What follows belongs to an exercise in optimizing a design on an open flow for small area and a short achievable clock period; a production flow would make more cautious choices.

==> flow/design.v <==
`timescale 1ns / 1ps
module fixedFloatConversion(
  input wire clk,
  input wire rst,
  input wire[31:0] targetnumber,
  input wire[4:0] fixpointpos,
  input wire opcode,
  output reg[31:0] result);
wire        s  = targetnumber[31];
wire [30:0] t  = targetnumber[30:0];
wire        nz = |t;
wire [4:0] lz;
lzc32 ulz (.w({t ^ {31{s}}, 1'b1}), .lz(lz));
wire [9:0] d     = 10'd150 - {5'd0, fixpointpos} - {2'd0, targetnumber[30:23]};
wire       valid = (d[9:5] == 5'd0);
wire [4:0] bsh   = ~d[4:0];
wire [54:0] xa = {t, 24'd0};
wire [54:0] xb = {31'd0, 1'b1, t[22:0]};
wire [4:0]  sh = opcode ? bsh : lz;
wire ka  = ~opcode & nz;        
wire kb  = opcode & valid;
wire pa1 = ka & lz[4];
wire pa0 = ka & ~lz[4];
wire pb1 = kb & bsh[4];
wire pb0 = kb & ~bsh[4];
wire [54:16] x1 = ({39{pa1}} & xa[38:0]) | ({39{pa0}} & xa[54:16])
                | ({39{pb1}} & xb[38:0]) | ({39{pb0}} & xb[54:16]);
wire [54:24] x2 = sh[3] ? x1[46:16] : x1[54:24];
wire [54:28] x3 = sh[2] ? x2[50:24] : x2[54:28];
wire [54:30] x4 = sh[1] ? x3[52:28] : x3[54:30];
wire [54:31] y  = sh[0] ? x4[53:30] : x4[54:31];
wire st = (~sh[2] & |x2[27:24]) | (~sh[1] & |x3[29:28]) | (~sh[0] & x4[30]);
wire        cin = ~opcode & st;
wire [24:0] vp;                  
prefix_or #(.N(25)) pb (.a({y[54:31], cin}), .y(vp));
wire [23:0] low = y[54:31] ^ ({24{s}} & vp[23:0]);
wire        pow2 = s & (&(t[30:1] | ~t[29:0]));
wire [7:0]  e  = 8'd157 - {3'd0, fixpointpos} - {3'd0, lz} + {7'd0, pow2};
always @(posedge clk) begin
  result[22:0]  <= low[22:0];
  result[30:23] <= opcode ? {{7{s & vp[24]}}, low[23]} : (nz ? e : 8'd0);
  result[31]    <= s & (opcode ? vp[24] : nz);
end
endmodule
module lzc32 (
  input  wire [31:0] w,
  output wire [4:0]  lz);
  wire [15:0] z1; wire [15:0] c1;
  wire [7:0]  z2; wire [15:0] c2;
  wire [3:0]  z3; wire [11:0] c3;
  wire [1:0]  z4; wire [7:0]  c4;
  genvar i;
  generate
    for (i = 0; i < 16; i = i + 1) begin : l1
      assign z1[i] = ~(w[2*i+1] | w[2*i]);
      assign c1[i] = ~w[2*i+1];
    end
    for (i = 0; i < 8; i = i + 1) begin : l2
      assign z2[i] = z1[2*i+1] & z1[2*i];
      assign c2[2*i+1:2*i] = z1[2*i+1] ? {1'b1, c1[2*i]} : {1'b0, c1[2*i+1]};
    end
    for (i = 0; i < 4; i = i + 1) begin : l3
      assign z3[i] = z2[2*i+1] & z2[2*i];
      assign c3[3*i+2:3*i] = z2[2*i+1] ? {1'b1, c2[4*i+1:4*i]} : {1'b0, c2[4*i+3:4*i+2]};
    end
    for (i = 0; i < 2; i = i + 1) begin : l4
      assign z4[i] = z3[2*i+1] & z3[2*i];
      assign c4[4*i+3:4*i] = z3[2*i+1] ? {1'b1, c3[6*i+2:6*i]} : {1'b0, c3[6*i+5:6*i+3]};
    end
  endgenerate
  assign lz = z4[1] ? {1'b1, c4[3:0]} : {1'b0, c4[7:4]};
endmodule
module prefix_or #(parameter N = 32) (
  input  wire [N-1:0] a,
  output wire [N-1:0] y);
  localparam L = 5;               
  wire [N-1:0] p [0:L];
  assign p[0] = a;
  genvar k, i;
  generate
    for (k = 0; k < L; k = k + 1) begin : lv
      for (i = 0; i < N; i = i + 1) begin : bt
        if ((i >> k) & 1)
          assign p[k+1][i] = p[k][i] | p[k][((i >> k) << k) - 1];
        else
          assign p[k+1][i] = p[k][i];
      end
    end
  endgenerate
  assign y = p[L];
endmodule
Settings: LEC_CHECK=0, ABC_AREA=1, CAP_MARGIN=20, CORE_MARGIN=2, CORE_UTILIZATION=40, SETUP_SLACK_MARGIN=3, SLEW_MARGIN=20, TNS_END_PERCENT=0; clock period 9.0 ns.
standard.sh (not shown) runs the stock make flow with config.mk's settings and CLKGATE_MAP_FILE= SYNTH_SCRIPT=/design/flow/synth_recipe.tcl, a recipe that flattens the netlist after the stock synthesis.
==> flow/flow/run.sh <==
#!/bin/bash
# Standard layout with two changes:
#  - synthesis maps with the ABC script flow/map.abc (registers untouched:
#    abc runs without -dff, so the standard synthesis's flip-flops remain);
#  - the port buffers are the smallest buffer cell.
set -euo pipefail
W=$(pwd)
export BUFFER_PORTS_ARGS="-buffer_cell sky130_fd_sc_hd__buf_1"
{
  echo 'proc abc {args} {'
  echo '  set i [lsearch $args -script]'
  echo "  if {\$i >= 0} { lset args [expr {\$i+1}] $W/flow/map.abc }"
  echo '  yosys abc {*}$args'
  echo '}'
  cat "$W/synth_recipe.tcl"
} > "$W/my_synth.tcl"
sed -E "s#'?SYNTH_SCRIPT=[^ ']*'?#SYNTH_SCRIPT=$W/my_synth.tcl#" "$W/standard.sh" > "$W/my_standard.sh"
grep -q "SYNTH_SCRIPT=$W/my_synth.tcl" "$W/my_standard.sh"
bash "$W/my_standard.sh" > "$W/standard.log" 2>&1
==> flow/flow/map.abc <==
strash
dch -f
map -B 0.9
topo
stime -c
buffer -c
upsize -c
dnsize -c
Change:
--- a/flow/design.v
+++ b/flow/design.v
@@ -17,12 +17,10 @@
 wire [54:0] xa = {t, 24'd0};
 wire [54:0] xb = {31'd0, 1'b1, t[22:0]};
 wire [4:0]  sh = opcode ? bsh : lz;
-wire ka  = ~opcode & nz;        
-wire kb  = opcode & valid;
-wire pa1 = ka & lz[4];
-wire pa0 = ka & ~lz[4];
-wire pb1 = kb & bsh[4];
-wire pb0 = kb & ~bsh[4];
+wire pa1 = ~opcode & lz[4];
+wire pa0 = ~opcode & ~lz[4];
+wire pb1 = opcode & bsh[4];
+wire pb0 = opcode & ~bsh[4];
 wire [54:16] x1 = ({39{pa1}} & xa[38:0]) | ({39{pa0}} & xa[54:16])
                 | ({39{pb1}} & xb[38:0]) | ({39{pb0}} & xb[54:16]);
 wire [54:24] x2 = sh[3] ? x1[46:16] : x1[54:24];
@@ -34,12 +32,13 @@
 wire [24:0] vp;                  
 prefix_or #(.N(25)) pb (.a({y[54:31], cin}), .y(vp));
 wire [23:0] low = y[54:31] ^ ({24{s}} & vp[23:0]);
-wire        pow2 = s & (&(t[30:1] | ~t[29:0]));
-wire [7:0]  e  = 8'd157 - {3'd0, fixpointpos} - {3'd0, lz} + {7'd0, pow2};
+wire [7:0]  e0 = 8'd157 - {3'd0, fixpointpos} - {3'd0, lz};
+wire [7:0]  e  = (s & ~vp[24]) ? e0 + 8'd1 : e0;
+wire keep = opcode ? valid : nz;
 always @(posedge clk) begin
-  result[22:0]  <= low[22:0];
-  result[30:23] <= opcode ? {{7{s & vp[24]}}, low[23]} : (nz ? e : 8'd0);
-  result[31]    <= s & (opcode ? vp[24] : nz);
+  result[22:0]  <= keep ? low[22:0] : 23'd0;
+  result[30:23] <= keep ? (opcode ? {{7{s & vp[24]}}, low[23]} : e) : 8'd0;
+  result[31]    <= keep & s & (~opcode | vp[24]);
 end
 endmodule
 module lzc32 (
Clock-buffer cell count went up by 3.
Setup slack improved by 0.020 ns.
Maximum frequency came out higher slightly.
Utilization is higher by 0.14 points.
Global-route usage came out higher by 0.52 points.
Design area grows slightly.
Critical path depth shrinks by 5.
No functional check of the RTL was part of any run of this note.

[what the ideal ports hide]
How much do the figures lean on ideal ports? The routed layouts below were timed once more, with nothing changed but the port constraints. Step 1, drivers: a clkbuf_16 drives clk and a buf_2 each remaining input, both assumed. Step 2 moves the port delays by t, midway between the first and last clock arrival at a register: inputs arrive t later, outputs are due t later. That takes back most of the time a late clock gives input paths. a / b / c = ideal / step 1 / step 2; a / b = the first two.
run	shift t [ns]	slack for setup (ns)	worst slew at a driven data input, ns
the first run	0.310	3.431 / 3.446 / 3.136	0.03
the second run	0.305	3.452 / 3.462 / 3.156	0.03
After both steps setup and hold are still met in every run listed. The setup slack of the second run, which loses most, moves by +0.010 ns with the drivers and by -0.296 ns with both steps.
